What follows belongs to an exercise in optimizing a design on an open flow for small area; a production flow would make more cautious choices.
Function was checked by simulation only, so behaviour that the tests miss may differ from the original.
Power figures rest on the tool's default switching activity, not on a simulated workload.

**flow/flow/run.sh**
```bash
#!/bin/bash
# Standard ORFS flow with the standard synthesis, plus:
#  - area-driven restructuring of the combinational logic after floorplan
#  - port buffers from the smallest buffer cell
#  - clock tree of clkbuf_8 sink clusters (up to 14 flops), no dummy loads
set -euo pipefail
ARGS=("BUFFER_PORTS_ARGS=-buffer_cell sky130_fd_sc_hd__buf_1"
      "CTS_ARGS=-sink_clustering_enable -repair_clock_nets -buf_list sky130_fd_sc_hd__clkbuf_8 -sink_clustering_size 20 -sink_clustering_max_diameter 50 -dont_use_dummy_load")
bash standard.sh "${ARGS[@]}" floorplan > standard_floorplan.log 2>&1
export RES_DIR=$PWD/orfs/results/$FLOW_PLATFORM/video_uut/base
export RMP_DIR=$PWD/rmp
export DONT_USE="sky130_fd_sc_hd__probe_p_8 sky130_fd_sc_hd__probec_p_8 sky130_fd_sc_hd__lpflow_*"
# the mapping library for the restructuring leaves out the don't-use cells
mkdir -p "$RMP_DIR"
export RMP_LIB=$RMP_DIR/mapping.lib
python3 flow/filter_lib.py "$FLOW_HOME/platforms/sky130hd/lib/sky130_fd_sc_hd__tt_025C_1v80.lib" "$RMP_LIB" "$DONT_USE" > filter_lib.log 2>&1
openroad -no_init -exit flow/restructure.tcl > restructure.log 2>&1
bash standard.sh "${ARGS[@]}" finish > standard_finish.log 2>&1
```
**flow/flow/filter_lib.py**
```python
"""Copy a liberty file without the cells whose names match the given patterns."""
import fnmatch
import re
import sys

src, dst, patterns = sys.argv[1], sys.argv[2], sys.argv[3].split()
text = open(src).read()
head = re.compile(r'cell\s*\(\s*"?([A-Za-z0-9_]+)"?\s*\)\s*\{')
out = []
pos = 0
dropped = 0
for m in head.finditer(text):
    if m.start() < pos:
        continue
    if not any(fnmatch.fnmatch(m.group(1), p) for p in patterns):
        continue
    depth = 0
    j = m.end() - 1
    while True:
        c = text[j]
        if c == '{':
            depth += 1
        elif c == '}':
            depth -= 1
            if depth == 0:
                break
        j += 1
    out.append(text[pos:m.start()])
    pos = j + 1
    dropped += 1
out.append(text[pos:])
open(dst, 'w').write(''.join(out))
print("dropped %d cells" % dropped)
```
**flow/flow/restructure.tcl**
```tcl
# Area-driven logic restructuring of the synthesized netlist (registers are
# left as they are), run on the floorplan before placement.
set lib $::env(FLOW_HOME)/platforms/sky130hd/lib/sky130_fd_sc_hd__tt_025C_1v80.lib
set res $::env(RES_DIR)
read_liberty $lib
read_db $res/2_floorplan.odb
read_sdc $res/2_floorplan.sdc
source $::env(FLOW_HOME)/platforms/sky130hd/setRC.tcl
set_dont_use $::env(DONT_USE)
report_design_area
file mkdir $::env(RMP_DIR)
restructure -target area -abc_logfile $::env(RMP_DIR)/abc.log -liberty_file $::env(RMP_LIB) \
  -tielo_port sky130_fd_sc_hd__conb_1/LO -tiehi_port sky130_fd_sc_hd__conb_1/HI \
  -work_dir $::env(RMP_DIR)
report_design_area
report_checks
write_db $res/2_floorplan.odb
```
**flow/standard.sh**
```bash
#!/bin/bash
# synth_recipe.tcl (not shown) runs the flow's synth.tcl, then flattens the netlist and writes it again
# the make line also repeats each setting of config.mk as NAME=value (left out here)
make -C /OpenROAD-flow-scripts/flow DESIGN_CONFIG=/design/flow/config.mk WORK_HOME=/design/flow/orfs CLKGATE_MAP_FILE= SYNTH_SCRIPT=/design/flow/synth_recipe.tcl "${@:-finish}"
```
**flow/config.mk**
```make
export PLATFORM = sky130hd
export DESIGN_NAME = video_uut
export DESIGN_NICKNAME = video_uut
export VERILOG_FILES = /design/flow/design.v
export SDC_FILE = /design/flow/constraint.sdc
export NUM_CORES = 4
export LEC_CHECK = 0
export CAP_MARGIN = 20
export CORE_MARGIN = 2
export CORE_UTILIZATION = 45
export SLEW_MARGIN = 20
```
**flow/constraint.sdc**
```tcl
create_clock -name core_clock -period 6.7 [get_ports {clk_i}]
set_input_delay 1.3400 -clock core_clock [delete_from_list [all_inputs] [get_ports {clk_i}]]
set_output_delay 1.3400 -clock core_clock [all_outputs]
set_load 0.01 [all_outputs]
```
**flow/design.v**
```verilog
module video_uut (
    input  wire         clk_i           , 
    input  wire         rst_i           , 
    input  wire         cen_i           , 
    input  wire         vid_sel_i       , 
    input  wire [29:0]  probes_i,
    input  wire [7:0]   square_length_1_i ,
    input  wire [7:0]   square_length_2_i ,
    input  wire [1:0]   speed_mult_1_i,
    input  wire [1:0]   speed_mult_2_i,
    input  wire [19:0]  vdat_bars_i     , 
    input  wire [19:0]  vdat_colour_i   , 
    input  wire [3:0]   fvht_i          , 
    output wire [3:0]   fvht_o          ,
    output wire [19:0]  video_o
);
reg [7:0]  square_length_1;
reg [7:0]  square_length_2;
reg [1:0]  speed_mult_1;
reg [1:0]  speed_mult_2;
reg [1:0]  speed_mult_3;
reg [3:0]  fvht_d1;
reg [3:0]  fvht_d2;
reg [3:0]  fvht_d3;
reg [11:0] column_counter;
reg [11:0] line_counter;
reg [19:0] probe_px;
reg [11:0] pos_x_1;
reg [10:0] pos_y_1;
reg [11:0] pos_x_2;
reg [10:0] pos_y_2;
reg [3:0]  direction;  
reg [19:0] sq1_px;
reg        sq1_on;
reg        sq2_on;
reg        sq2_odd;
reg [19:0] vdat_bars_d1;
reg [19:0] out_color;
reg [19:0] vid_d1;
function automatic [12:0] add12;    
    input [11:0] a;
    input [11:0] b;
    input        ci;
    integer i;
    reg c;
    begin
        c = ci;
        for (i = 0; i < 12; i = i + 1) begin
            add12[i] = a[i] ^ b[i] ^ c;
            c = (a[i] & b[i]) | (c & (a[i] ^ b[i]));
        end
        add12[12] = c;
    end
endfunction
function automatic lt12;            
    input [11:0] a;
    input [11:0] b;
    integer i;
    reg l;
    begin
        l = 1'b0;
        for (i = 0; i < 12; i = i + 1)
            l = (~a[i] & b[i]) | (~a[i] & l) | (b[i] & l);
        lt12 = l;
    end
endfunction
localparam [19:0] FLAT = {10'h050, 10'h200};
wire h_in = fvht_i[1];
wire h_d  = fvht_d1[1];
wire h_neg = ~h_in & h_d;
wire h_pos = h_in & ~h_d;
wire new_frame = fvht_i[2] & ~fvht_d1[2];
wire col_clr  = rst_i | (cen_i & h_neg);
wire line_clr = rst_i | (cen_i & h_pos & new_frame);
wire line_en  = cen_i & h_pos;
wire nf       = cen_i & new_frame;
wire [12:0] col_inc  = add12(column_counter, 12'd0, cen_i);
wire [12:0] line_inc = add12(line_counter, 12'd0, line_en);
wire [11:0] column_next = col_clr ? 12'd0 : col_inc[11:0];
wire [11:0] line_next   = line_clr ? 12'd0 : line_inc[11:0];
wire [12:0] sx1  = add12(pos_x_1, {4'b0, square_length_1}, 1'b0);
wire [12:0] sy1f = add12({1'b0, pos_y_1}, {4'b0, square_length_1}, 1'b0);
wire [12:0] sx2  = add12(pos_x_2, {4'b0, square_length_2}, 1'b0);
wire [12:0] sy2f = add12({1'b0, pos_y_2}, {4'b0, square_length_2}, 1'b0);
wire [10:0] sy1 = sy1f[10:0];
wire [10:0] sy2 = sy2f[10:0];
wire hit1 = lt12(pos_x_1, column_counter) && lt12(column_counter, sx1[11:0]) &&
            lt12({1'b0, pos_y_1}, line_counter) && lt12(line_counter, {1'b0, sy1});
wire hit2 = lt12(pos_x_2, column_counter) && lt12(column_counter, sx2[11:0]) &&
            lt12({1'b0, pos_y_2}, line_counter) && lt12(line_counter, {1'b0, sy2});
wire [3:0] p1 = (speed_mult_1 * speed_mult_3) & {4{nf}};
wire [3:0] p2 = (speed_mult_2 * speed_mult_3) & {4{nf}};
wire [12:0] mx1 = add12(pos_x_1, {{7{direction[0]}}, {p1, 1'b0} ^ {5{direction[0]}}}, direction[0]);
wire [12:0] my1 = add12({1'b0, pos_y_1}, {{7{direction[1]}}, {p1, 1'b0} ^ {5{direction[1]}}}, direction[1]);
wire [12:0] mx2 = add12(pos_x_2, {{7{direction[2]}}, {p2, 1'b0} ^ {5{direction[2]}}}, direction[2]);
wire [12:0] my2 = add12({1'b0, pos_y_2}, {{7{direction[3]}}, {p2, 1'b0} ^ {5{direction[3]}}}, direction[3]);
wire x1_oob = pos_x_1[11] | (pos_x_1[10:3] == 8'd0 && pos_x_1[2:0] < 3'd6);
wire x1_hi  = sx1 > 13'd1919;
wire y1_hi  = sy1 >= 11'd1124;
wire y1_lo  = pos_y_1 <= 11'd45;
wire x2_oob = pos_x_2[11] | (pos_x_2[10:3] == 8'd0 && pos_x_2[2:0] < 3'd6);
wire x2_hi  = sx2 >= 13'd1919;
wire y2_hi  = sy2 >= 11'd1124;
wire y2_lo  = pos_y_2 <= 11'd45;
wire [11:0] pos_x_1_next = (nf & x1_oob) ? 12'd6 :
                           (nf & x1_hi)  ? 12'd1918 - {4'b0, square_length_1} : mx1[11:0];
wire [10:0] pos_y_1_next = (nf & y1_hi)  ? 11'd1119 - {3'b0, square_length_1} :
                           (nf & y1_lo)  ? 11'd50 : my1[10:0];
wire [11:0] pos_x_2_next = (nf & x2_oob) ? 12'd6 :
                           (nf & x2_hi)  ? 12'd1915 - {4'b0, square_length_2} : mx2[11:0];
wire [10:0] pos_y_2_next = (nf & y2_hi)  ? 11'd1123 - {3'b0, square_length_2} :
                           (nf & y2_lo)  ? 11'd50 : my2[10:0];
wire [3:0] direction_next = {
    (nf & y2_hi) ? 1'b1 : (nf & y2_lo) ? 1'b0 : direction[3],
    (nf & x2_oob) ? 1'b0 : (nf & x2_hi) ? 1'b1 : direction[2],
    (nf & y1_hi) ? 1'b1 : (nf & y1_lo) ? 1'b0 : direction[1],
    (nf & x1_oob) ? 1'b0 : (nf & x1_hi) ? 1'b1 : direction[0]};
wire [19:0] probe_sel = {probes_i[29:20], column_next[0] ? probes_i[9:0] : probes_i[19:10]};
wire [19:0] sq2 = {10'h216, sq2_odd ? 10'h0cf : 10'h0fd};
wire both  = sq1_on & sq2_on;
wire any   = sq1_on | sq2_on;
wire mixed = vid_sel_i ? any : both;
wire [19:0] opx = sq1_on ? sq1_px : sq2_on ? sq2 : vid_sel_i ? vdat_bars_d1 : FLAT;
wire [19:0] opy = mixed ? (both ? sq2 : vdat_bars_d1) : 20'd0;
wire [12:0] sum_lf = add12({2'b0, opx[19:10]}, {2'b0, opy[19:10]}, 1'b0);
wire [12:0] sum_cf = add12({2'b0, opx[9:0]}, {2'b0, opy[9:0]}, 1'b0);
wire [19:0] out_next = {sum_lf[9:0], mixed ? {1'b0, sum_cf[9:1]} : sum_cf[9:0]};
always @(posedge clk_i) begin
    column_counter <= column_next;
    line_counter   <= line_next;
    if (rst_i) begin
        pos_x_1 <= 0;
        pos_y_1 <= 0;
        pos_x_2 <= 0;
        pos_y_2 <= 0;
    end else begin
        pos_x_1 <= pos_x_1_next;
        pos_y_1 <= pos_y_1_next;
        pos_x_2 <= pos_x_2_next;
        pos_y_2 <= pos_y_2_next;
    end
end
always @(posedge clk_i)
    direction <= direction_next;
always @(posedge clk_i) begin
    if (rst_i) begin
        speed_mult_2 <= 0;
        fvht_d1 <= 0;
        fvht_d2 <= 0;
        fvht_d3 <= 0;
        sq1_on <= 0;
        sq2_on <= 0;
        vdat_bars_d1 <= 0;
        out_color <= 0;
        vid_d1 <= 0;
    end else if (cen_i) begin
        speed_mult_2 <= (~|speed_mult_2_i) ? 2'd1 : speed_mult_2_i;
        fvht_d1 <= fvht_i;
        fvht_d2 <= fvht_d1;
        fvht_d3 <= fvht_d2;
        sq1_on <= hit1 && (|probe_px);
        sq2_on <= hit2;
        vdat_bars_d1 <= vdat_bars_i;
        out_color <= out_next;
        vid_d1 <= out_color;
    end
end
always @(posedge clk_i) begin
    if (cen_i) begin
        square_length_1 <= (~|square_length_1_i) ? 8'd50 : square_length_1_i;
        square_length_2 <= (~|square_length_2_i) ? 8'd50 : square_length_2_i;
        speed_mult_1 <= (~|speed_mult_1_i) ? 2'd1 : speed_mult_1_i;
        speed_mult_3 <= speed_mult_2;
        probe_px <= probe_sel;
        sq1_px <= probe_px;
        sq2_odd <= column_counter[0];
    end
end
assign fvht_o  = fvht_d3;
assign video_o = vid_d1;
endmodule
```
==> flow_summary.toml, run 1 <==
[timing]
final.setup.tns_ns = 0
post-route-min-period_ns = 5.70
rsz0062_at_grt = "no"
clock.fmax_mhz = 175
setup-violations-final = 0
period_share = 0.850
worstMarginPinSlew_ns = 0.994
relSlewSlack = 0.330
drv_slew = 0
fin_skew_ns = 0.0559
finalHoldViolations = 0

[logic_synthesis]
yosys_warnings = 1
async_flop_share = 0
ys_ff_latch = 211
synthTopCellsByArea = "dfxtp_1 24%, edfxtp_1 15%, fa_1 13%"
synth_top_family_by_area = "adder cells"
yosysTopAreaCell = "dfxtp_1"
syn_inst = 1257
synthesis.area_um2 = 12500
synth_flop_cell = "dfxtp_1"
yosysMostFrequentCell = "nor2_1"
synth_fp_nets = 1497
yosysUniqueCellTypes = 64
yosys.area_share.xor_xnor = 0.0349
synth-compound-area-share = 0.106
seq_area_frac_synth = 0.386
yosys.area_share.adder = 0.214
ys_top_cells_by_count = "158 x nor2_1, 150 x dfxtp_1, 94 x inv_1"
syn_area_per_cell_um2 = 9.97
synth_edf_count = 61
synth-simple-area-share = 0.140
muxShareOfSynthArea = 0.0707
netlist.area_leader.share = 0.240

[die]
start_util = 0.454
core_area_um2 = 27600
rows = 61
io_pins = 122
die_y_um = 171
die_x_um = 171
die_area_um2 = 29200

[pwr]
peakVddDrop_mv = 0.190
switching_share = 0.373
power.internal_mw = 2.40
p_comb_frac = 0.348
pwr-share-seq = 0.430
powerDensity_nw_per_um2 = 288
p_clk_frac = 0.222
power.switching_mw = 1.43
p_leak_nw = 4.50

[global_route]
gr-total-overflow = 0
grt_max_degree = 84
grt_pass1_wl_mm = 53.4
grt_pass1_vias = 10300
track_usage = 0.228
antenna_found_initial = 0

[flow_run]
cap_violations = 0

[setup_path]
crit_required_ns = 7.12
crit_path_end_kind = "flip-flop"
reg2reg_from = "square_length_1[0]"
crit_type = "flip-flop to flip-flop"
rr_endpoint = "pos_y_1[1]"
startpoint_type = "flip-flop"
cp_max_fo = 6
r2r_setup_slack_ns = 1.00
crit_arrival_ns = 6.12
rr_worst_depth = 23

[route]
vias_per_cell = 5.77
drt-total-wl_mm = 33.8
dr.first_iter.drc_count = 1033
drt-pass1-iter-count = 7
drc = 0
ant_nets = 0
vias = 11500
wl_per_cell_um = 16.9

[clocking]
h-tree-depth = 1
hold_buffers = 0
cts-root-buf = "clkbuf_8"
cts_resized = 0
path_clk_slew_ns = 0.09
numCtsBuffers = 30
clock_sinks = 211
cts_tree = "done"
clock_path_buffers = 3
worstSkewPairLatency_ns = 0.59
cts_setup_buffers = 0

[placement]
dp_hpwl_mm = 24.5
io_buffers = 101
place.gp.congestion = 0.877
dp_cells = 1965

[hold_path]
hold_class = "flip-flop to flip-flop"
min_from = "probe_px[3]"
holdPathStages = 0
min_to = "sq1_px[3]"

[cells_and_area]
drive_above_1_share = 0.0328
layout.nets = 1717
num-fill-cells = 2779
final_util = 0.481
fin_cells = 1995
syn_to_final_growth_pct = 6.03
num_antenna_cells = 0

[run_status]
status = "finished clean"
==> worst max-delay path: stages (launching register included) <==
cell      delay (ns)
edfxtp_1        0.45
clkinv_1        0.25
nor2_1          0.30
clkinv_1        0.14
o21ai_0         0.16
o21ai_0         0.17
nor2_1          0.16
o21ai_0         0.15
nor2_1          0.16
o21ai_0         0.15
nor2_1          0.16
o21ai_0         0.15
nor2_1          0.16
o21ai_0         0.14
nor2_1          0.16
o21ai_0         0.15
nor2_1          0.17
o21ai_0         0.11
or2_0           0.31
o32ai_1         0.38
clkinv_1        0.16
nor3_1          0.69
clkinv_1        0.40
o221a_1         0.34
==> cell type report <==
| class | instances | area (µm²) | area share |
|---|---|---|---|
| clock buffer | 30 | 413 | 0.0311 |
| timing repair buffer | 120 | 526 | 0.0395 |
| multi-input combinational | 1060 | 6310 | 0.475 |
| sequential | 211 | 4830 | 0.364 |
| tap | 378 | 473 | 0.0356 |
| inverter | 196 | 736 | 0.0554 |
==> power groups by stage <==
stage               clock network [mW]  logic, mW  registers, mW
CTS                              0.884       1.32           1.64
detailed placement                   0       1.31           1.67
global route                     0.931       1.52           1.67
floorplan                            0       1.13           1.61
global placement                     0       1.29           1.67
finish                           0.850       1.33           1.65
==> through the flow <==
step / instance area [µm²] / setup WS (ns) / hold WS [ns] / power [mW]
after floorplan: 12500 / 0.820 / 0.427 / 2.74
after global placement: 12900 / 0.917 / 0.424 / 2.96
after detailed placement: 12900 / 0.763 / 0.429 / 2.98
after CTS: 13300 / 1.10 / 0.411 / 3.85
after global routing: 13300 / 0.597 / 0.416 / 4.12
final: 13300 / 1.00 / 0.407 / 3.83
==> cell usage in the layout (no fill, tap or decap), types with 17 or more instances in the layout <==
| master | n |
|---|---|
| a211oi_1 | 23 |
| a21oi_1 | 122 |
| a22oi_1 | 26 |
| a31oi_1 | 17 |
| buf_1 | 100 |
| buf_4 | 19 |
| clkbuf_8 | 30 |
| clkinv_1 | 194 |
| dfxtp_1 | 150 |
| edfxtp_1 | 61 |
| nand2_1 | 102 |
| nor2_1 | 191 |
| nor3_1 | 36 |
| o211a_1 | 22 |
| o21a_1 | 38 |
| o21ai_0 | 165 |
| o221a_1 | 47 |
| o221ai_1 | 31 |
| o22a_1 | 30 |
| o22ai_1 | 55 |
==> registers in the layout, summed over array words and instances, names as in the netlist, 20 cells and up <==
name,flops
out_color,20
probe_px,20
sq1_px,20
vdat_bars_d1,20
vid_d1,20
==> kinds of logic (layout without fill, tap and decap cells) <==
logic type,Yosys count,after routing
buffers and inverters,161,346
XOR/XNOR,50,9
flip-flops,211,211
AO/OA/AOI/OAI,201,658
multiplexers,87,0
AND/OR/NAND/NOR,376,393
adder cells (fa/ha/maj),171,0
==> routing by layer <==
| layer | GRT usage | vias to the layer above | share of wire |
|---|---|---|---|
| met5 | 0 | - | 0 |
| met3 | 0.0294 | 51 | 0.064 |
| met1 | 0.308 | 5228 | 0.45 |
| met2 | 0.387 | 343 | 0.46 |
| li1 | - | 5885 | - |
| met4 | 0.0556 | 0 | 0.020 |
==> worst max path at each step <==
stage	depth (start not counted)	endpoint	startpoint	slack, ns
floorplan	19	pos_x_1[11]	fvht_i[2]	0.82
global placement	24	out_color[19]	vid_sel_i	0.92
detailed placement	24	out_color[19]	vid_sel_i	0.76
CTS	23	pos_y_1[1]	square_length_1[0]	1.10
global route	24	pos_y_1[6]	square_length_1[0]	0.60
finish	23	pos_y_1[1]	square_length_1[0]	1.00
==> run 2, diff against run 1 <==
--- a/flow/flow/run.sh
+++ b/flow/flow/run.sh
@@ -7,3 +7,3 @@
 ARGS=("BUFFER_PORTS_ARGS=-buffer_cell sky130_fd_sc_hd__buf_1"
-      "CTS_ARGS=-sink_clustering_enable -repair_clock_nets -buf_list sky130_fd_sc_hd__clkbuf_8 -sink_clustering_size 20 -sink_clustering_max_diameter 50 -dont_use_dummy_load")
+      "CTS_ARGS=-sink_clustering_enable -repair_clock_nets -buf_list {sky130_fd_sc_hd__clkbuf_4 sky130_fd_sc_hd__clkbuf_8} -sink_clustering_size 14 -sink_clustering_max_diameter 80 -dont_use_dummy_load")
 bash standard.sh "${ARGS[@]}" floorplan > standard_floorplan.log 2>&1
==> run 2 against run 1 <==
Effect of this change: critical endpoint is now pos_y_1[4]; largest cell class unchanged; still clean; hold slack better by 0.042 ns; clock power down 19%; critical path depth is the same; non-clock buffer count unchanged; largest power group unchanged; setup slack better by 0.057 ns; core utilization shrank 0.55 points; critical path type unchanged.
==> flow_summary.toml, run 2 <==
[placement]
placed_cell_area_um2 = 12900
place.gp.congestion = 0.877
dp_hpwl_mm = 24.5
io_buffers = 101
dp_slack_ns = 0.763

[timing]
relSlewSlack = 0.286
setup_ws_ns = 1.06
worstMarginPinSlew_ns = 1.06
setup-violations-final = 0
hold_slack_ns = 0.449
finalHoldViolations = 0
drv_slew = 0
fin_skew_ns = 0.0409
rsz0062_at_grt = "no"
clock.fmax_mhz = 177
period_share = 0.842
post-route-min-period_ns = 5.64
final.setup.tns_ns = 0

[logic_synthesis]
ys_top_cells_by_count = "158 x nor2_1, 150 x dfxtp_1, 94 x inv_1"
syn_inst = 1257
syn_area_per_cell_um2 = 9.97
seq_area_frac_synth = 0.386
netlist.area_leader.share = 0.240
synth_flop_cell = "dfxtp_1"
synthesis.area_um2 = 12500
synth_fp_nets = 1497
async_flop_share = 0
yosysMostFrequentCell = "nor2_1"
yosysTopAreaCell = "dfxtp_1"
ys_ff_latch = 211
yosysUniqueCellTypes = 64
synthTopCellsByArea = "dfxtp_1 24%, edfxtp_1 15%, fa_1 13%"
yosys_warnings = 1
synth_edf_count = 61

[cells_and_area]
layout.nets = 1706
syn_to_final_growth_pct = 4.82
design_area_um2 = 13100
multi_input_area_um2 = 6310
regArea_um2 = 4830
layout_commonest_cell = "clkinv_1"
num-fill-cells = 2788
final_cell_mix = "194 x clkinv_1, 191 x nor2_1, 165 x o21ai_0"
num_antenna_cells = 0
drive_above_1_share = 0.0262

[clocking]
numCtsBuffers = 19
cts-root-buf = "clkbuf_8"
cts_resized = 0
cts_setup_buffers = 0
clock_path_buffers = 3
worstSkewPairLatency_ns = 0.53
h-tree-depth = 1
hold_buffers = 0
clock_sinks = 211
path_clk_slew_ns = 0.10
cts_tree = "done"

[setup_path]
rr_worst_depth = 23
crit_required_ns = 7.11
slowest_stage = "nor3_1"
cp_max_fo = 6
max_stage_delay_ns = 0.70
crit_type = "flip-flop to flip-flop"
path_cells = "clkinv_1 -> nor2_1 -> clkinv_1 -> o21ai_0 -> o21ai_0 -> nor2_1 -> o21ai_0 -> nor2_1 -> o21ai_0 -> nor2_1 -> o21ai_0 -> nor2_1 -> o21ai_0 -> nor2_1 -> o21ai_0 -> nor2_1 -> o21ai_0 -> or2_0 -> o32ai_1 -> clkinv_1 -> nor3_1 -> clkinv_1 -> o221a_1"
cpMostUsedCell = "o21ai_0"
startpoint_type = "flip-flop"
crit_path_end_kind = "flip-flop"
crit_arrival_ns = 6.05

[route]
drt-pass1-iter-count = 6
dr.first_iter.drc_count = 948
wl_per_cell_um = 17.0
drc = 0
drt-total-wl_mm = 33.7
vias_per_cell = 5.78
vias = 11500
ant_nets = 0

[global_route]
track_usage = 0.227
grt_pass1_wl_mm = 53.2
grt_pass1_vias = 10200
antenna_found_initial = 0
gr-total-overflow = 0
grt_max_degree = 84

[pwr]
p_leak_nw = 4.42
total_power_mw = 3.66
peakVddDrop_mv = 0.189
powerDensity_nw_per_um2 = 279

[hold_path]
holdPathStages = 0
hold_class = "flip-flop to flip-flop"

[die]
io_pins = 122
die_y_um = 171
die_x_um = 171
start_util = 0.454
die_area_um2 = 29200
rows = 61
core_area_um2 = 27600

[run_status]
status = "finished clean"

[flow_run]
cap_violations = 0
==> run 2: cell counts after synthesis <==
Identical to the previous run, type by type.
==> run 2: stage by stage <==
stage / utilization / instances
6_report: 0.476 / 1984
5_1_grt: 0.476 / 1984
4_1_cts: 0.475 / 1984
3_5_place_dp: 0.466 / 1965
3_3_place_gp: 0.466 / 1965
2_1_floorplan: - / 1257
==> run 2: final timing paths <==
check             slack [ns]                from         end
setup / recovery        1.06  square_length_1[0]  pos_y_1[4]
hold / removal          0.45         probe_px[8]   sq1_px[8]
setup reg to reg        1.06  square_length_1[0]  pos_y_1[4]
hold reg to reg         0.45         probe_px[8]   sq1_px[8]
==> run 2: logic make-up (layout without fill, tap and decap cells) <==
kind of cell / Yosys count / count (layout) / share of synthesized area
fa+ha+maj: 171 / 0 / 0.214
mux: 87 / 0 / 0.0707
simple gates: 376 / 393 / 0.140
xor+xnor: 50 / 9 / 0.0349
flops: 211 / 211 / 0.386
compound gates: 201 / 658 / 0.106
buf+inv: 161 / 335 / 0.0482
==> run 2: per-layer routing <==
layer	track usage	wire length (µm)
met3	0.0234	1920
met5	0	0
met2	0.388	15600
met1	0.309	15500
met4	0.0553	664
==> run 2: worst max-delay path, delay by kind of cell (launching register included) <==
| family | cells | cell delay (ns) |
|---|---|---|
| AOI/OAI and AO/OA | 10 | 1.87 |
| buffers and inverters | 4 | 0.93 |
| DFF | 1 | 0.46 |
| and+or+nand+nor | 9 | 2.26 |
==> run 2: cell type report <==
cell class              count  area share
flip-flops and latches    211       0.368
well taps                 378      0.0360
multi-input cells        1060       0.480
inverters                 196      0.0560
clock buffers              19      0.0199
repair buffers            120      0.0400
==> run 2: where the power goes <==
part	total, mW	leakage (nW)	internal, mW	switching, mW
sequential	1.65	1.83	1.46	0.182
clock	0.685	0.137	0.255	0.430
combinational	1.33	2.45	0.544	0.789
==> run 3, diff against run 2 <==
--- a/flow/flow/run.sh
+++ b/flow/flow/run.sh
@@ -7,3 +7,3 @@
 ARGS=("BUFFER_PORTS_ARGS=-buffer_cell sky130_fd_sc_hd__buf_1"
-      "CTS_ARGS=-sink_clustering_enable -repair_clock_nets -buf_list {sky130_fd_sc_hd__clkbuf_4 sky130_fd_sc_hd__clkbuf_8} -sink_clustering_size 14 -sink_clustering_max_diameter 80 -dont_use_dummy_load")
+      "CTS_ARGS=-sink_clustering_enable -repair_clock_nets -buf_list sky130_fd_sc_hd__clkbuf_8 -sink_clustering_size 14 -sink_clustering_max_diameter 80 -dont_use_dummy_load")
 bash standard.sh "${ARGS[@]}" floorplan > standard_floorplan.log 2>&1
==> run 3 against run 2 <==
Effect of this change: still clean; clock power hardly changed; sequential power about the same; via count unchanged; fmax unchanged; register-to-register slack is essentially flat; synthesized area unchanged; design area is the same; total power unchanged; non-clock buffer count stayed put; clock skew unchanged; largest cell class unchanged; largest power group unchanged.
==> flow_summary.toml, run 3 <==
[run_status]
status = "finished clean"

[timing]
final.setup.tns_ns = 0
hold_slack_ns = 0.449
clock.fmax_mhz = 177
drv_slew = 0
period_share = 0.842
setup_ws_ns = 1.06
setup-violations-final = 0
rsz0062_at_grt = "no"
fin_skew_ns = 0.0409
finalHoldViolations = 0
relSlewSlack = 0.286
worstMarginPinSlew_ns = 1.06
post-route-min-period_ns = 5.64

[global_route]
track_usage = 0.227
gr-total-overflow = 0
grt_pass1_vias = 10200
antenna_found_initial = 0
grt_pass1_wl_mm = 53.2
grt_max_degree = 84

[setup_path]
r2r_setup_slack_ns = 1.06
rr_worst_depth = 23
rr_endpoint = "pos_y_1[4]"
crit_required_ns = 7.11
startpoint_type = "flip-flop"
reg2reg_from = "square_length_1[0]"
crit_arrival_ns = 6.05
crit_path_end_kind = "flip-flop"
crit_type = "flip-flop to flip-flop"
cp_max_fo = 6

[cells_and_area]
layout.nets = 1706
fin_cells = 1984
syn_to_final_growth_pct = 4.82
drive_above_1_share = 0.0262
num_antenna_cells = 0
final_util = 0.476
layout_commonest_cell = "clkinv_1"
design_area_um2 = 13100
final_cell_mix = "194 x clkinv_1, 191 x nor2_1, 165 x o21ai_0"

[hold_path]
hold_class = "flip-flop to flip-flop"
min_from = "probe_px[8]"
min_to = "sq1_px[8]"
holdPathStages = 0

[logic_synthesis]
syn_area_per_cell_um2 = 9.97
synth_edf_count = 61
synth_fp_nets = 1497
seq_area_frac_synth = 0.386
syn_inst = 1257
ys_top_cells_by_count = "158 x nor2_1, 150 x dfxtp_1, 94 x inv_1"
synth_flop_cell = "dfxtp_1"
yosysUniqueCellTypes = 64
ys_ff_latch = 211
synthTopCellsByArea = "dfxtp_1 24%, edfxtp_1 15%, fa_1 13%"
async_flop_share = 0
yosysMostFrequentCell = "nor2_1"
netlist.area_leader.share = 0.240
yosys_warnings = 1
synthesis.area_um2 = 12500
yosysTopAreaCell = "dfxtp_1"

[placement]
io_buffers = 101
dp_slack_ns = 0.763
dp_hpwl_mm = 24.5
placed_cell_area_um2 = 12900
place.gp.congestion = 0.877
dp_cells = 1965

[route]
drt-total-wl_mm = 33.7
wl_met3_mm = 1.92
wl_met1_mm = 15.5
drc = 0
dr.first_iter.drc_count = 948
wl_met2_mm = 15.6
drt-pass1-iter-count = 6
vias = 11500
top_layer = "met4"
ant_nets = 0
wl_per_cell_um = 17.0
vias_per_cell = 5.78

[clocking]
numCtsBuffers = 19
cts_resized = 0
cts_setup_buffers = 0
clock_path_buffers = 3
worstSkewPairLatency_ns = 0.53
path_clk_slew_ns = 0.10
h-tree-depth = 1
cts_tree = "done"
clock_sinks = 211
hold_buffers = 0
cts-root-buf = "clkbuf_8"

[die]
io_pins = 122
rows = 61
die_y_um = 171
die_area_um2 = 29200
core_area_um2 = 27600
start_util = 0.454
die_x_um = 171

[pwr]
powerDensity_nw_per_um2 = 279
p_leak_nw = 4.42
total_power_mw = 3.66
peakVddDrop_mv = 0.189

[flow_run]
cap_violations = 0
-- run 3: cell counts after synthesis --
Identical to the previous run, type by type.
-- run 3: final cells by class --
cell class	count	area (µm²)
Fill cell	2788	14500
Multi-Input combinational cell	1060	6310
Clock buffer	19	262
Timing Repair Buffer	120	526
Sequential cell	211	4830
Inverter	196	736
Tap cell	378	473
-- run 3: critical path, stage by stage, from the launching register on --
cell	delay [ns]
edfxtp_1	0.46
clkinv_1	0.25
nor2_1	0.29
clkinv_1	0.13
o21ai_0	0.14
o21ai_0	0.16
nor2_1	0.15
o21ai_0	0.15
nor2_1	0.16
o21ai_0	0.15
nor2_1	0.16
o21ai_0	0.15
nor2_1	0.16
o21ai_0	0.14
nor2_1	0.16
o21ai_0	0.15
nor2_1	0.17
o21ai_0	0.11
or2_0	0.31
o32ai_1	0.38
clkinv_1	0.15
nor3_1	0.70
clkinv_1	0.40
o221a_1	0.34
-- run 3: power breakdown --
group          internal (mW)  switching (mW)
combinational          0.544           0.789
sequential              1.46           0.182
clock                  0.255           0.430
total                   2.26            1.40
-- run 3: kinds of logic (layout without fill, tap and decap cells) --
logic type | after synthesis | in the layout | synth area share
compound gates | 201 | 658 | 0.106
xor+xnor | 50 | 9 | 0.0349
flops | 211 | 211 | 0.386
fa+ha+maj | 171 | 0 | 0.214
mux | 87 | 0 | 0.0707
buf+inv | 161 | 335 | 0.0482
simple gates | 376 | 393 | 0.140
-- run 3: worst max path at each step --
| stage | start | endpoint | slack (ns) | depth (start not counted) |
|---|---|---|---|---|
| after global placement | vid_sel_i | out_color[19] | 0.92 | 24 |
| after CTS | square_length_1[0] | pos_y_1[4] | 1.11 | 23 |
| final | square_length_1[0] | pos_y_1[4] | 1.06 | 23 |
| after global routing | square_length_1[0] | pos_y_1[6] | 0.60 | 24 |
| after floorplan | fvht_i[2] | pos_x_1[11] | 0.82 | 19 |
| after detailed placement | vid_sel_i | out_color[19] | 0.76 | 24 |
-- run 3: routing by layer --
layer,up-vias,track usage
met5,-,0
met4,0,0.0553
met3,43,0.0234
met2,284,0.388
met1,5267,0.309
li1,5866,-
==> run 4, diff against run 3 <==
--- a/flow/design.v
+++ b/flow/design.v
@@ -98,3 +98,3 @@
 wire x1_hi  = sx1 > 13'd1919;
-wire y1_hi  = sy1 >= 11'd1124;
+wire y1_hi  = (pos_y_1[10] | pos_y_1[9]) & (sy1 >= 11'd1124);
 wire y1_lo  = pos_y_1 <= 11'd45;
@@ -102,3 +102,3 @@
 wire x2_hi  = sx2 >= 13'd1919;
-wire y2_hi  = sy2 >= 11'd1124;
+wire y2_hi  = (pos_y_2[10] | pos_y_2[9]) & (sy2 >= 11'd1124);
 wire y2_lo  = pos_y_2 <= 11'd45;
@@ -135,2 +135,3 @@
         pos_y_2 <= 0;
+        direction <= 0;
     end else begin
@@ -140,6 +141,5 @@
         pos_y_2 <= pos_y_2_next;
+        direction <= direction_next;
     end
 end
-always @(posedge clk_i)
-    direction <= direction_next;
 always @(posedge clk_i) begin
--- a/flow/config.mk
+++ b/flow/config.mk
@@ -7,2 +7,3 @@
 export LEC_CHECK = 0
+export ABC_AREA = 1
 export CAP_MARGIN = 20
==> run 4 against run 3 <==
Effect of this change: total power decreased by 33%; global-route usage fell by 0.70 points; setup slack gained 0.15 ns; synthesized cell count up 22%; still clean; fmax rose by 2.7%; first-iteration DRC count down 15%; cell count fell by 1.3%; synthesized area grew 1.9%; largest cell class unchanged; sequential power down 13%; highest routed layer unchanged; register-to-register slack better by 0.18 ns; critical path type is now primary input to flip-flop; critical path depth fell by 1.
==> flow_summary.toml, run 4 <==
[run_status]
status = "finished clean"

[die]
die_x_um = 173
core_area_um2 = 27900
die_area_um2 = 29800
io_pins = 122
die_y_um = 173
start_util = 0.459
rows = 61

[flow_run]
cap_violations = 0

[logic_synthesis]
yosysMostFrequentCell = "nand2_1"
async_flop_share = 0
seq_area_frac_synth = 0.378
synthTopCellsByArea = "dfxtp_1 24%, edfxtp_1 14%, fa_1 13%"
yosysUniqueCellTypes = 56
netlist.area_leader.share = 0.235
ys_top_cells_by_count = "271 x nand2_1, 258 x inv_1, 182 x nor2_1"
syn_inst = 1535
ys_ff_latch = 211
syn_area_per_cell_um2 = 8.32
yosysTopAreaCell = "dfxtp_1"
yosys_warnings = 1
synth_flop_cell = "dfxtp_1"
synth_edf_count = 61
synth_fp_nets = 1775
synthesis.area_um2 = 12800

[timing]
setup_ws_ns = 1.21
fin_skew_ns = 0.0661
rsz0062_at_grt = "no"
setup-violations-final = 0
worstMarginPinSlew_ns = 1.09
clock.fmax_mhz = 182
finalHoldViolations = 0
final.setup.tns_ns = 0
post-route-min-period_ns = 5.49
hold_slack_ns = 0.450
relSlewSlack = 0.271
drv_slew = 0
period_share = 0.820

[setup_path]
crit_arrival_ns = 5.97
crit_required_ns = 7.18
reg2reg_from = "sq1_on"
rr_endpoint = "out_color[8]"
rr_worst_depth = 27
r2r_setup_slack_ns = 1.24
cp_max_fo = 8
crit_path_start = "cen_i"
crit_end = "pos_y_2[10]"
crit_type = "primary input to flip-flop"
startpoint_type = "primary input"
crit_path_end_kind = "flip-flop"

[global_route]
grt_max_degree = 131
grt_pass1_vias = 10300
track_usage = 0.220
gr-total-overflow = 0
grt_pass1_wl_mm = 54.0
antenna_found_initial = 1

[clocking]
cts_resized = 0
h-tree-depth = 1
path_clk_slew_ns = 0.10
cts_setup_buffers = 0
cts-root-buf = "clkbuf_8"
clock_path_buffers = 3
worstSkewPairLatency_ns = 0.54
cts_tree = "done"
clock_sinks = 211
hold_buffers = 0
numCtsBuffers = 19

[cells_and_area]
syn_to_final_growth_pct = 2.26
drive_above_1_share = 0.0278
layout_commonest_cell = "nor2_1"
layout.nets = 1680
final_util = 0.469
num-fill-cells = 2813
final_cell_mix = "198 x nor2_1, 181 x clkinv_1, 154 x o21ai_0"
fin_cells = 1959

[route]
wl_per_cell_um = 17.3
vias = 11300
drt-total-wl_mm = 33.9
ant_nets = 0
dr.first_iter.drc_count = 803
drt-pass1-iter-count = 8
vias_per_cell = 5.78
drc = 0

[placement]
io_buffers = 101
dp_hpwl_mm = 24.4
dp_cells = 1939
place.gp.congestion = 0.882
dp_slack_ns = 0.815

[hold_path]
hold_class = "flip-flop to flip-flop"

[pwr]
p_leak_nw = 4.36
powerDensity_nw_per_um2 = 188
peakVddDrop_mv = 0.109
==> run 4: how the worst min path moves through the flow <==
stage	startpoint	to	slack [ns]	cells after the start
after CTS	probe_px[12]	sq1_px[12]	0.45	0
after global placement	probe_px[19]	sq1_px[19]	0.42	0
after detailed placement	probe_px[8]	sq1_px[8]	0.43	0
after global routing	probe_px[12]	sq1_px[12]	0.45	0
final	probe_px[12]	sq1_px[12]	0.45	0
after floorplan	probe_px[0]	sq1_px[0]	0.43	0
==> run 4: power by group <==
part           total, mW  internal (mW)  leakage, nW  switching [mW]
clock              0.678          0.255        0.137           0.423
sequential          1.44           1.38         1.82          0.0590
combinational      0.341          0.131         2.40           0.210
total               2.46           1.77         4.36           0.692
==> run 4: per-stage QoR <==
step | instance area, µm² | power, mW
2_1_floorplan | 12800 | 1.69
3_3_place_gp | 12800 | 1.80
3_5_place_dp | 12800 | 1.81
4_1_cts | 13100 | 2.49
5_1_grt | 13100 | 2.59
6_report | 13100 | 2.46
==> run 4: cells by family (layout without fill, tap and decap cells) <==
family / after synthesis / count (layout) / share of synthesized area
AOI/OAI and AO/OA: 280 / 638 / 0.128
xor gates and xnor gates: 40 / 9 / 0.0286
adders and majority gates: 142 / 0 / 0.187
buffers and inverters: 325 / 324 / 0.0989
DFF: 211 / 211 / 0.378
other: 0 / 1 / 0
and+or+nand+nor: 537 / 398 / 0.179
==> run 4: metal layers <==
metal / GRT usage / vias to the layer above / share of wire
met5: 0 / - / 0
met4: 0.0673 / 0 / 0.027
met3: 0.0274 / 54 / 0.045
met2: 0.367 / 300 / 0.46
met1: 0.298 / 5195 / 0.47
li1: - / 5767 / -
==> run 4: area by class of cell <==
class	instances	area (µm²)	share of cell area
sequential	211	4830	0.370
clock buffer	19	262	0.0200
tap	378	473	0.0362
multi-input combinational	1045	6240	0.478
inverter	183	687	0.0526
antenna	1	2.50	0.000192
timing repair buffer	122	567	0.0434
==> run 4: worst max-delay path, stage by stage <==
cell       delay, ns
clkbuf_4        0.15
nand3_1         0.45
clkinv_1        0.42
o2111ai_1       0.24
clkinv_1        0.14
o22ai_1         0.26
nor2_1          0.08
o21ai_0         0.31
nor2_1          0.11
nor2_1          0.13
a21oi_1         0.11
o21ai_0         0.46
clkinv_1        0.21
nor3_1          0.29
o21a_1          0.21
o21a_1          0.18
nor4_1          0.07
o21a_1          0.21
a2bb2oi_1       0.18
nor2_1          0.06
a211oi_1        0.22
o21a_1          0.13
==> run 5, diff against run 4 <==
--- a/flow/config.mk
+++ b/flow/config.mk
@@ -7,3 +7,2 @@
 export LEC_CHECK = 0
-export ABC_AREA = 1
 export CAP_MARGIN = 20
==> run 5 against run 4 <==
Effect of this change: still clean; setup slack improved by 0.20 ns; non-clock buffer count shrank 2; critical path depth up 3; fmax is 3.7% higher; via count increased by 1.7%; combinational power decreased by 1%; die area is 0.82% lower; first-iteration DRC count decreased by 5.9%; synthesized cell count shrank 17%.
==> flow_summary.toml, run 5 <==
[timing]
finalHoldViolations = 0
final.setup.tns_ns = 0
rsz0062_at_grt = "no"
worstMarginPinSlew_ns = 0.984
hold_slack_ns = 0.439
period_share = 0.791
clock.fmax_mhz = 189
post-route-min-period_ns = 5.30
fin_skew_ns = 0.0410
relSlewSlack = 0.344
setup-violations-final = 0
drv_slew = 0

[clocking]
cts_resized = 0
worstSkewPairLatency_ns = 0.54
path_clk_slew_ns = 0.10
cts_tree = "done"
clock_path_buffers = 3
h-tree-depth = 1
cts-root-buf = "clkbuf_8"
cts_setup_buffers = 0
hold_buffers = 0
clock_sinks = 211
numCtsBuffers = 19

[global_route]
antenna_found_initial = 0
met3_usage = 0.0285
grt_max_degree = 91
track_usage = 0.225
grt_pass1_vias = 10500
gr-usage-met1 = 0.288
gr-total-overflow = 0
busiest_layer = "met2"
use_met2 = 0.398
grt_pass1_wl_mm = 53.2

[logic_synthesis]
synthesis.area_um2 = 12700
syn_inst = 1277
yosysTopAreaCell = "dfxtp_1"
ys_ff_latch = 211
synth_fp_nets = 1517
ys_top_cells_by_count = "156 x nor2_1, 150 x dfxtp_1, 105 x inv_1"
synthTopCellsByArea = "dfxtp_1 24%, edfxtp_1 14%, fa_1 13%"
netlist.area_leader.share = 0.237
async_flop_share = 0
yosysUniqueCellTypes = 69
yosys_warnings = 1
synth_edf_count = 61
synth_flop_cell = "dfxtp_1"
yosysMostFrequentCell = "nor2_1"
syn_area_per_cell_um2 = 9.92
seq_area_frac_synth = 0.382

[die]
start_util = 0.456
die_y_um = 172
die_area_um2 = 29500
core_area_um2 = 27800
io_pins = 122
rows = 61
die_x_um = 172

[pwr]
powerDensity_nw_per_um2 = 187
total_power_mw = 2.46
peakVddDrop_mv = 0.0835
p_leak_nw = 4.47

[placement]
io_buffers = 101
place.gp.congestion = 0.875
dp_hpwl_mm = 24.1

[cells_and_area]
layout.nets = 1716
drive_above_1_share = 0.0260
syn_to_final_growth_pct = 3.68
final_cell_mix = "194 x nor2_1, 191 x clkinv_1, 180 x o21ai_0"
layout_commonest_cell = "nor2_1"
num_antenna_cells = 0

[route]
dr.first_iter.drc_count = 756
drt-pass1-iter-count = 6
vias = 11500
wl_per_cell_um = 16.7
ant_nets = 0
drt-total-wl_mm = 33.3
drc = 0
vias_per_cell = 5.77

[run_status]
status = "finished clean"

[hold_path]
hold_class = "flip-flop to flip-flop"

[setup_path]
crit_arrival_ns = 5.78
crit_type = "primary input to flip-flop"
startpoint_type = "primary input"
crit_required_ns = 7.18
crit_path_end_kind = "flip-flop"
cp_max_fo = 16

[flow_run]
cap_violations = 0
-- run 5: cell count changes after synthesis, sizes merged, moves of 19 or more --
cell	change
inv	-163
maj3	+22
nor2	-34
xor2	-24
o21ai	-74
xnor2	+33
and2	+33
o22ai	-32
nor2b	+20
nand2b	+20
nand2	-216
clkbuf	+19
mux2i	+75
-- run 5: worst paths after layout --
kind / slack [ns] / to / cells after the start / start
max: 1.40 / out_color[19] / 25 / vid_sel_i
min: 0.44 / sq1_px[2] / 0 / probe_px[2]
max reg2reg: 1.52 / pos_y_2[5] / 24 / square_length_2[0]
min reg2reg: 0.44 / sq1_px[2] / 0 / probe_px[2]
-- run 5: through the flow --
stage | util | setup WS (ns) | instance area, µm² | cells
3_5_place_dp | 0.463 | 0.933 | 12900 | 1975
4_1_cts | 0.473 | 1.50 | 13100 | 1994
3_3_place_gp | 0.463 | 1.09 | 12900 | 1975
2_1_floorplan | - | 0.867 | 12700 | 1277
5_1_grt | 0.473 | 0.738 | 13100 | 1994
6_report | 0.473 | 1.40 | 13100 | 1994
-- run 5: power breakdown --
| part | internal [mW] | switching (mW) |
|---|---|---|
| clock | 0.255 | 0.428 |
| sequential | 1.38 | 0.0592 |
| combinational | 0.125 | 0.212 |
| total | 1.76 | 0.699 |
-- run 5: per-layer routing --
| metal | up-vias | share of wire | routed length (µm) |
|---|---|---|---|
| met2 | 266 | 0.47 | 15600 |
| met3 | 55 | 0.047 | 1560 |
| li1 | 5858 | - | - |
| met1 | 5332 | 0.46 | 15300 |
| met4 | 0 | 0.025 | 818 |
| met5 | - | 0 | 0 |
-- run 5: cell families (layout without fill, tap and decap cells) --
family,after synthesis,count (layout),synth area share
xor+xnor,49,9,0.0339
buf+inv,174,332,0.0554
mux,87,0,0.0699
fa+ha+maj,164,0,0.207
flops,211,211,0.382
simple gates,359,408,0.134
compound gates,233,656,0.119
-- run 5: layout make-up --
class	instances	area, µm²
Multi-Input combinational cell	1073	6320
Sequential cell	211	4830
Timing Repair Buffer	120	526
Clock buffer	19	262
Fill cell	2892	14600
Inverter	193	724
Tap cell	378	473
-- run 5: critical path, stage by stage --
cell      delay (ns)
buf_1           0.32
o21ai_0         0.21
nor2_1          0.17
clkinv_1        0.08
buf_4           0.20
nor3_1          0.40
nor2_1          0.08
o21ai_0         0.34
nor2_1          0.07
o21a_1          0.22
nor3_1          0.18
o21bai_1        0.18
nor2_1          0.06
o21a_1          0.21
nor3_1          0.19
nor2_1          0.10
nor3_1          0.21
nor2_1          0.10
nor3_1          0.20
nor2_1          0.10
nor3_1          0.21
o21bai_1        0.17
clkinv_1        0.08
o221ai_1        0.18
o211a_1         0.16
==> run 6, diff against run 5 <==
--- a/flow/design.v
+++ b/flow/design.v
@@ -66,2 +66,19 @@
 endfunction
+function automatic [11:0] move12;
+    input [11:0] pos;
+    input [4:0]  s;
+    input        d;
+    reg [12:0] lo;
+    reg k;
+    integer i;
+    begin
+        lo = add12({7'b0, pos[4:0]}, {7'b0, s ^ {5{d}}}, d);
+        move12[4:0] = lo[4:0];
+        k = lo[5] ^ d;
+        for (i = 5; i < 12; i = i + 1) begin
+            move12[i] = pos[i] ^ k;
+            k = k & (pos[i] ^ d);
+        end
+    end
+endfunction
 localparam [19:0] FLAT = {10'h050, 10'h200};
@@ -92,6 +109,6 @@
 wire [3:0] p2 = (speed_mult_2 * speed_mult_3) & {4{nf}};
-wire [12:0] mx1 = add12(pos_x_1, {{7{direction[0]}}, {p1, 1'b0} ^ {5{direction[0]}}}, direction[0]);
-wire [12:0] my1 = add12({1'b0, pos_y_1}, {{7{direction[1]}}, {p1, 1'b0} ^ {5{direction[1]}}}, direction[1]);
-wire [12:0] mx2 = add12(pos_x_2, {{7{direction[2]}}, {p2, 1'b0} ^ {5{direction[2]}}}, direction[2]);
-wire [12:0] my2 = add12({1'b0, pos_y_2}, {{7{direction[3]}}, {p2, 1'b0} ^ {5{direction[3]}}}, direction[3]);
+wire [11:0] mx1 = move12(pos_x_1, {p1, 1'b0}, direction[0]);
+wire [11:0] my1 = move12({1'b0, pos_y_1}, {p1, 1'b0}, direction[1]);
+wire [11:0] mx2 = move12(pos_x_2, {p2, 1'b0}, direction[2]);
+wire [11:0] my2 = move12({1'b0, pos_y_2}, {p2, 1'b0}, direction[3]);
 wire x1_oob = pos_x_1[11] | (pos_x_1[10:3] == 8'd0 && pos_x_1[2:0] < 3'd6);
--- a/flow/config.mk
+++ b/flow/config.mk
@@ -7,5 +7,6 @@
 export LEC_CHECK = 0
-export CAP_MARGIN = 20
+export ABC_AREA = 1
+export CAP_MARGIN = 0
 export CORE_MARGIN = 2
 export CORE_UTILIZATION = 45
-export SLEW_MARGIN = 20
+export SLEW_MARGIN = 0
==> run 6 against run 5 <==
Effect of this change: design area shrank 2.9%; wire length fell by 1.2%; first-iteration DRC count grew 1.5%; core utilization is 1.6 points lower; clock-buffer cell count unchanged; setup slack got worse by 0.021 ns; global-route usage fell by 1.2 points; clock power about the same; combinational power down 3%; critical path depth is 1 lower; sequential share of layout area up 1.1 points; via count down 5.0%; highest routed layer unchanged.
==> flow_summary.toml, run 6 <==
[cells_and_area]
num_antenna_cells = 0
layout_commonest_cell = "nor2_1"
layout.nets = 1641
syn_to_final_growth_pct = -0.904
final_cell_mix = "206 x nor2_1, 173 x clkinv_1, 150 x dfxtp_1, 150 x o21ai_0, 119 x a21oi_1"
fin_cells = 1919
drive_above_1_share = 0.0260

[pwr]
peakVddDrop_mv = 0.134
power.internal_mw = 1.76
p_leak_nw = 4.31
powerDensity_nw_per_um2 = 192
power.switching_mw = 0.683
switching_share = 0.280
p_clk_frac = 0.278
pwr-share-seq = 0.588
p_comb_frac = 0.134

[logic_synthesis]
synth_flop_cell = "dfxtp_1"
synthTopCellsByArea = "dfxtp_1 23%, edfxtp_1 14%, fa_1 9.3%"
synth_fp_nets = 1823
synth-compound-area-share = 0.134
ys_top_cells_by_count = "300 x nand2_1, 258 x inv_1, 205 x nor2_1"
synth-simple-area-share = 0.194
yosysTopAreaCell = "dfxtp_1"
yosysMostFrequentCell = "nand2_1"
yosys_warnings = 1
async_flop_share = 0
synth_top_family_by_area = "simple AND/OR/NAND/NOR gates"
yosys.area_share.adder = 0.152
syn_area_per_cell_um2 = 8.02
netlist.area_leader.share = 0.233
muxShareOfSynthArea = 0
synthesis.area_um2 = 12900
synth_edf_count = 61
yosysUniqueCellTypes = 56
yosys.area_share.xor_xnor = 0.0454
ys_ff_latch = 211
syn_inst = 1605
seq_area_frac_synth = 0.376

[setup_path]
startpoint_type = "flip-flop"
reg2reg_from = "square_length_2[0]"
rr_worst_depth = 24
crit_type = "flip-flop to flip-flop"
max_stage_delay_ns = 0.53
worstPathBufferInverterCount = 3
crit_path_end_kind = "flip-flop"
path_cells = "clkinv_1 -> nor2_1 -> o21ai_0 -> nor2_1 -> o21ai_0 -> nor2_1 -> o21ai_0 -> nor2_1 -> o21ai_0 -> nor2_1 -> o21ai_0 -> nor2_1 -> o21ai_0 -> nor2_1 -> o21ai_0 -> nor2_1 -> nand2_1 -> nor2_1 -> a21oi_1 -> o2111ai_1 -> a31oi_1 -> buf_4 -> clkinv_1 -> o221a_1"
cpMostUsedCell = "nor2_1"
crit_required_ns = 7.11
slowest_stage = "a31oi_1"
crit_arrival_ns = 5.73
cp_max_fo = 11
r2r_setup_slack_ns = 1.38
critical-path-top-delay-family = "compound AO/OA/AOI/OAI gates"
rr_endpoint = "pos_x_2[5]"

[clocking]
cts_tree = "done"
numCtsBuffers = 19
clock_path_buffers = 3
cts_setup_buffers = 0
hold_buffers = 0
cts_resized = 0
worstSkewPairLatency_ns = 0.54
clock_sinks = 211
cts-root-buf = "clkbuf_8"
path_clk_slew_ns = 0.10
h-tree-depth = 1

[die]
io_pins = 122
die_x_um = 173
core_area_um2 = 27900
rows = 61
die_area_um2 = 30000
start_util = 0.461
die_y_um = 173

[route]
drt-total-wl_mm = 32.9
vias_per_cell = 5.70
ant_nets = 0
vias = 10900
dr.first_iter.drc_count = 767
drt-pass1-iter-count = 5
drc = 0
wl_per_cell_um = 17.1

[timing]
setup-violations-final = 0
relSlewSlack = 0.380
clock.fmax_mhz = 188
finalHoldViolations = 0
period_share = 0.794
fin_skew_ns = 0.0426
final.setup.tns_ns = 0
post-route-min-period_ns = 5.32
drv_slew = 0
rsz0062_at_grt = "no"
worstMarginPinSlew_ns = 0.926

[flow_run]
cap_violations = 0

[run_status]
status = "finished clean"

[global_route]
antenna_found_initial = 0
track_usage = 0.212
grt_max_degree = 79
gr-total-overflow = 0
grt_pass1_wl_mm = 51.8
grt_pass1_vias = 9853

[placement]
place.gp.congestion = 0.841
io_buffers = 101
dp_cells = 1900
dp_hpwl_mm = 23.9

[hold_path]
min_from = "probe_px[7]"
hold_class = "flip-flop to flip-flop"
min_to = "sq1_px[7]"
holdPathStages = 0
[run 6: cell types whose count changed after synthesis, sizes merged, moves of 22 or more]
cell	change
and2	-33
clkbuf	-26
fa	-22
inv	+165
maj3	-22
mux2i	-75
nand2	+247
nand3	+24
nor2	+55
o21ai	+84
o22ai	+32
xnor2	-33
xor2	+49
[run 6: logic make-up after synthesis]
group	count (synthesis)
AOI/OAI and AO/OA	289
buffers and inverters	328
DFF	211
xor gates and xnor gates	65
adders and majority gates	120
and+or+nand+nor	592
[run 6: worst max-delay path by stage]
stage | startpoint | to | slack [ns] | depth (start not counted)
2_1_floorplan | vid_sel_i | out_color[7] | 1.60 | 20
3_3_place_gp | vid_sel_i | out_color[8] | 1.10 | 27
3_5_place_dp | vid_sel_i | out_color[8] | 1.03 | 27
4_1_cts | square_length_2[0] | pos_x_2[5] | 1.44 | 24
5_1_grt | sq1_on | out_color[18] | 0.55 | 25
6_report | square_length_2[0] | pos_x_2[5] | 1.38 | 24
[run 6: final cells by class]
type	instances	area, µm²
sequential	211	4830
inverter	175	657
tap	378	473
clock buffer	19	262
multi-input combinational	1018	6020
timing repair buffer	118	512
fill	2855	15200
[run 6: routing by layer]
| layer | share of wire | vias up | track usage |
|---|---|---|---|
| met3 | 0.043 | 46 | 0.0231 |
| li1 | - | 5615 | - |
| met1 | 0.47 | 5027 | 0.289 |
| met2 | 0.47 | 243 | 0.359 |
| met5 | 0 | - | 0 |
| met4 | 0.022 | 0 | 0.0544 |
[run 6: metrics by stage]
step / hold slack [ns] / setup WS, ns / util / cell area (µm²) / total power [mW]
global placement: 0.421 / 1.10 / 0.447 / 12500 / 1.79
global route: 0.456 / 0.552 / 0.457 / 12800 / 2.56
CTS: 0.450 / 1.44 / 0.457 / 12800 / 2.47
finish: 0.450 / 1.38 / 0.457 / 12800 / 2.44
detailed placement: 0.428 / 1.03 / 0.447 / 12500 / 1.79
floorplan: 0.427 / 1.60 / - / 12900 / 1.69
[run 6: worst register-to-register path, delay by kind of cell (launching register included)]
family	cells	cell delay (ns)
and+or+nand+nor	10	0.90
buffers and inverters	3	0.63
DFF	1	0.49
AOI/OAI and AO/OA	11	3.17
[run 6: power by group through the flow]
| stage | combinational [mW] | clock [mW] | sequential (mW) |
|---|---|---|---|
| 6_report | 0.326 | 0.680 | 1.44 |
| 5_1_grt | 0.369 | 0.750 | 1.45 |
| 4_1_cts | 0.326 | 0.710 | 1.44 |
| 3_5_place_dp | 0.324 | 0 | 1.47 |
| 3_3_place_gp | 0.320 | 0 | 1.47 |
| 2_1_floorplan | 0.247 | 0 | 1.45 |
==> run 7, diff against run 6 <==
--- a/flow/config.mk
+++ b/flow/config.mk
@@ -8,5 +8,6 @@
 export ABC_AREA = 1
-export CAP_MARGIN = 0
+export CAP_MARGIN = 20
 export CORE_MARGIN = 2
 export CORE_UTILIZATION = 45
-export SLEW_MARGIN = 0
+export GPL_TIMING_DRIVEN = 0
+export SLEW_MARGIN = 20
==> run 7 against run 6 <==
Effect of this change: critical endpoint is now out_color[8]; still clean; clock-buffer cell count is the same; register-to-register slack got worse by 0.78 ns; sequential power barely moved.
==> flow_summary.toml, run 7 <==
[placement]
place.gp.congestion = 0.833
placed_cell_area_um2 = 12600
dp_hpwl_mm = 24.0
dp_slack_ns = 0.222
io_buffers = 101

[setup_path]
crit_type = "flip-flop to flip-flop"
rr_worst_depth = 27
crit_path_end_kind = "flip-flop"
startpoint_type = "flip-flop"
rr_endpoint = "out_color[8]"
reg2reg_from = "sq1_on"
cp_max_fo = 19
crit_required_ns = 7.14
r2r_setup_slack_ns = 0.61
crit_arrival_ns = 6.53

[logic_synthesis]
syn_area_per_cell_um2 = 8.02
yosysMostFrequentCell = "nand2_1"
async_flop_share = 0
syn_inst = 1605
yosys_warnings = 1
ys_ff_latch = 211
yosysTopAreaCell = "dfxtp_1"
seq_area_frac_synth = 0.376
ys_top_cells_by_count = "300 x nand2_1, 258 x inv_1, 205 x nor2_1"
synthTopCellsByArea = "dfxtp_1 23%, edfxtp_1 14%, fa_1 9.3%"
synth_fp_nets = 1823
synth_edf_count = 61
netlist.area_leader.share = 0.233
synthesis.area_um2 = 12900
yosysUniqueCellTypes = 56
synth_flop_cell = "dfxtp_1"

[timing]
setup-violations-final = 0
rsz0062_at_grt = "no"
period_share = 0.910
worstMarginPinSlew_ns = 0.933
hold_slack_ns = 0.426
finalHoldViolations = 0
drv_slew = 0
relSlewSlack = 0.375
clock.fmax_mhz = 164
fin_skew_ns = 0.0512
setup_ws_ns = 0.605
post-route-min-period_ns = 6.09

[route]
wl_per_cell_um = 17.2
drt-pass1-iter-count = 5
drt-total-wl_mm = 33.1
ant_nets = 0
vias_per_cell = 5.69
vias = 10900
dr.first_iter.drc_count = 783
drc = 0

[die]
rows = 61
start_util = 0.461
die_x_um = 173
die_area_um2 = 30000
core_area_um2 = 27900
io_pins = 122
die_y_um = 173

[hold_path]
min_to = "sq1_px[5]"
hold_class = "flip-flop to flip-flop"
min_from = "probe_px[5]"
holdPathStages = 0

[pwr]
p_leak_nw = 4.30
powerDensity_nw_per_um2 = 191
peakVddDrop_mv = 0.0892

[cells_and_area]
design_area_um2 = 12800
layout.nets = 1642
final_cell_mix = "205 x nor2_1, 172 x clkinv_1, 150 x dfxtp_1"
num_antenna_cells = 0
syn_to_final_growth_pct = -0.360
layout_commonest_cell = "nor2_1"
drive_above_1_share = 0.0227
num-fill-cells = 2855

[clocking]
cts_tree = "done"
worstSkewPairLatency_ns = 0.53
cts_setup_buffers = 0
cts-root-buf = "clkbuf_8"
numCtsBuffers = 19
clock_path_buffers = 3
path_clk_slew_ns = 0.09
clock_sinks = 211
h-tree-depth = 1
hold_buffers = 0

[global_route]
gr-total-overflow = 0
grt_pass1_wl_mm = 53.3
track_usage = 0.216
grt_pass1_vias = 10300
grt_max_degree = 82
antenna_found_initial = 0

[run_status]
status = "finished clean"

[flow_run]
cap_violations = 0
run 7: per-stage QoR:
step | TNS (ns) | power (mW) | std cells | util
after floorplan | 0 | 1.69 | 1605 | -
after global placement | -803.96 | 1.79 | 1895 | 0.444
after detailed placement | 0 | 1.80 | 1901 | 0.449
after CTS | 0 | 2.49 | 1920 | 0.459
after global routing | 0 | 2.58 | 1920 | 0.459
final | 0 | 2.46 | 1920 | 0.459
run 7: repair_timing:
action,in CTS,in global routing
resized for setup,0,2
setup endpoints to repair,0,4
endpoints found under the hold margin,0,0
run 7: cell families (layout without fill, tap and decap cells):
logic type	after synthesis	in the layout	share of synthesized area
AND/OR/NAND/NOR	592	406	0.194
adder cells (fa/ha/maj)	120	0	0.152
AO/OA/AOI/OAI	289	601	0.134
flip-flops	211	211	0.376
XOR/XNOR	65	11	0.0454
buffers and inverters	328	313	0.100
run 7: area by class of cell:
type	instances	area, µm²	share of cell area
buffer	12	45.0	0.00351
timing repair buffer	107	489	0.0382
clock buffer	19	262	0.0204
multi-input combinational	1018	6050	0.472
sequential	211	4830	0.377
tap	378	473	0.0369
inverter	175	671	0.0523
run 7: critical path: stages (launching register included):
cell and delay (ns):
dfxtp_1 0.75, clkinvlp_4 0.50, nor2_4 0.50, clkinv_1 0.32
nor2_1 0.26, a211oi_1 0.11, nor2_1 0.17, nor2_1 0.06
a21oi_1 0.21, nor2_1 0.06, o21ai_0 0.33, nor2_1 0.06
o21ai_0 0.29, nor2_1 0.06, o21ai_0 0.30, nor2_1 0.07
o21ai_0 0.28, nor2_1 0.06, o21ai_0 0.26, nand2_1 0.11
nand2_1 0.07, o21ai_0 0.14, nor2_1 0.13, o21a_1 0.15
a2bb2oi_1 0.26, a311oi_1 0.13, a222oi_1 0.27, nor2_1 0.06
run 7: report_power, final:
part / switching, mW / total (mW) / internal, mW
clock network: 0.430 / 0.685 / 0.255
registers: 0.0576 / 1.44 / 1.38
logic: 0.204 / 0.332 / 0.128
total: 0.691 / 2.46 / 1.76
run 7: how the worst max path moves through the flow:
stage,from,to,slack (ns),cells past startpoint
2_1_floorplan,vid_sel_i,out_color[7],1.60,20
3_3_place_gp,cen_i,line_counter[11],-7.37,11
3_5_place_dp,sq1_on,out_color[8],0.22,27
4_1_cts,sq1_on,out_color[8],0.23,27
5_1_grt,sq1_on,out_color[8],0.03,27
6_report,sq1_on,out_color[8],0.61,27
run 7: routing by layer:
| layer | routed length [µm] | global-route usage | vias up |
|---|---|---|---|
| met2 | 15600 | 0.378 | 222 |
| met4 | 715 | 0.0512 | 0 |
| met3 | 1350 | 0.0237 | 49 |
| met1 | 15300 | 0.287 | 5050 |
| li1 | - | - | 5611 |
| met5 | 0 | 0 | - |
==> run 8, diff against run 7 <==
--- a/flow/config.mk
+++ b/flow/config.mk
@@ -11,3 +11,2 @@
 export CORE_UTILIZATION = 45
-export GPL_TIMING_DRIVEN = 0
 export SLEW_MARGIN = 20
==> run 8 against run 7 <==
Effect of this change: clock-buffer cell count unchanged; cell count about the same; critical path depth down 3; core utilization down 0.25 points; first-iteration DRC count down 2.0%; critical path type unchanged.
==> flow_summary.toml, run 8 <==
[run_status]
status = "finished clean"

[clocking]
clock_path_buffers = 3
h-tree-depth = 1
path_clk_slew_ns = 0.10
cts_resized = 0
cts_tree = "done"
hold_buffers = 0
worstSkewPairLatency_ns = 0.54

[timing]
drv_slew = 0
period_share = 0.794
worstMarginPinSlew_ns = 0.926
relSlewSlack = 0.380
finalHoldViolations = 0
final.setup.tns_ns = 0
rsz0062_at_grt = "no"
post-route-min-period_ns = 5.32
fin_skew_ns = 0.0426
setup-violations-final = 0

[global_route]
grt_pass1_wl_mm = 51.8
gr-total-overflow = 0
antenna_found_initial = 0
gr-usage-met1 = 0.289
busiest_layer = "met2"
use_met2 = 0.359
met3_usage = 0.0231
grt_max_degree = 79

[logic_synthesis]
ys_ff_latch = 211
synthesis.area_um2 = 12900
seq_area_frac_synth = 0.376
yosysMostFrequentCell = "nand2_1"
syn_inst = 1605
synth_fp_nets = 1823
async_flop_share = 0
ys_top_cells_by_count = "300 x nand2_1, 258 x inv_1, 205 x nor2_1"
yosysUniqueCellTypes = 56
synth_flop_cell = "dfxtp_1"

[hold_path]
min_to = "sq1_px[7]"
min_from = "probe_px[7]"
hold_class = "flip-flop to flip-flop"
holdPathStages = 0

[cells_and_area]
design_area_um2 = 12800
final_cell_mix = "206 x nor2_1, 173 x clkinv_1, 150 x dfxtp_1, 150 x o21ai_0, 119 x a21oi_1"
drive_above_1_share = 0.0260
num_antenna_cells = 0
layout.nets = 1641

[pwr]
switching_share = 0.280
p_leak_nw = 4.31
pwr-share-seq = 0.588
p_clk_frac = 0.278
p_comb_frac = 0.134
powerDensity_nw_per_um2 = 192
peakVddDrop_mv = 0.134

[setup_path]
slowest_stage = "a31oi_1"
rr_endpoint = "pos_x_2[5]"
cp_max_fo = 11
startpoint_type = "flip-flop"
rr_worst_depth = 24
max_stage_delay_ns = 0.53
reg2reg_from = "square_length_2[0]"
crit_path_end_kind = "flip-flop"
r2r_setup_slack_ns = 1.38

[route]
wl_per_cell_um = 17.1
drt-pass1-iter-count = 5
drt-total-wl_mm = 32.9
dr.first_iter.drc_count = 767

[die]
die_x_um = 173
start_util = 0.461
rows = 61
die_y_um = 173

[flow_run]
cap_violations = 0

[placement]
dp_hpwl_mm = 23.9
## run 8: cell counts after synthesis
No cell type changed its count.
## run 8: power groups by stage
stage          Combinational (mW)  Sequential, mW  Clock, mW
2_1_floorplan               0.247            1.45          0
3_3_place_gp                0.320            1.47          0
3_5_place_dp                0.324            1.47          0
4_1_cts                     0.326            1.44      0.710
5_1_grt                     0.369            1.45      0.750
6_report                    0.326            1.44      0.680
## run 8: how the worst max path moves through the flow
stage	startpoint	end	cells after the start	slack (ns)
floorplan	vid_sel_i	out_color[7]	20	1.60
global placement	vid_sel_i	out_color[8]	27	1.10
detailed placement	vid_sel_i	out_color[8]	27	1.03
CTS	square_length_2[0]	pos_x_2[5]	24	1.44
global route	sq1_on	out_color[18]	25	0.55
finish	square_length_2[0]	pos_x_2[5]	24	1.38
## run 8: layout make-up
cell class              instances  area (µm²)
multi-input cells            1018        6020
flip-flops and latches        211        4830
clock buffers                  19         262
fillers                      2855       15200
well taps                     378         473
repair buffers                118         512
inverters                     175         657
## run 8: cells by family after synthesis
group           share of synthesized area
buf+inv                             0.100
xor+xnor                           0.0454
fa+ha+maj                           0.152
compound gates                      0.134
simple gates                        0.194
flops                               0.376
## run 8: metrics by stage
step | instances | hold slack, ns | setup WS [ns] | power [mW] | utilization
final | 1919 | 0.450 | 1.38 | 2.44 | 0.457
after global routing | 1919 | 0.456 | 0.552 | 2.56 | 0.457
after CTS | 1919 | 0.450 | 1.44 | 2.47 | 0.457
after detailed placement | 1900 | 0.428 | 1.03 | 1.79 | 0.447
after global placement | 1900 | 0.421 | 1.10 | 1.79 | 0.447
after floorplan | 1605 | 0.427 | 1.60 | 1.69 | -
## run 8: routing by layer
metal	wire, µm	part of all wire	vias up
met3	1400	0.043	46
met2	15300	0.47	243
li1	-	-	5615
met5	0	0	-
met1	15400	0.47	5027
met4	711	0.022	0

==> separate check: timing with driven ports <==
The results above use ideal ports. As a check the final layouts listed here were re-extracted and re-timed, cells and wires unchanged. Step 1 sets driving cells, clkbuf_16 on the clock port and buf_2 on the other inputs (assumed; they add their load-dependent delay and slew). Step 2, shift: input delay + t, output delay - t, t = (earliest + latest rising clock arrival at the registers) / 2. This alone moves slack from input paths to output paths. Slacks: ideal / step 1 / step 2; pairs: ideal / step 1.
run | shift t [ns] | setup slack, ns
run 1 | 0.609 | 1.002 / 1.002 / 0.723
run 2 | 0.553 | 1.059 / 1.059 / 0.699
run 3 | 0.553 | 1.059 / 1.059 / 0.699
run 4 | 0.553 | 1.205 / 1.226 / 0.673
run 5 | 0.568 | 1.402 / 1.408 / 0.840
run 6 | 0.571 | 1.381 / 1.381 / 0.999
run 7 | 0.562 | 0.605 / 0.605 / 0.169
run 8 | 0.571 | 1.381 / 1.381 / 0.999
After both steps every run listed still meets setup and hold.
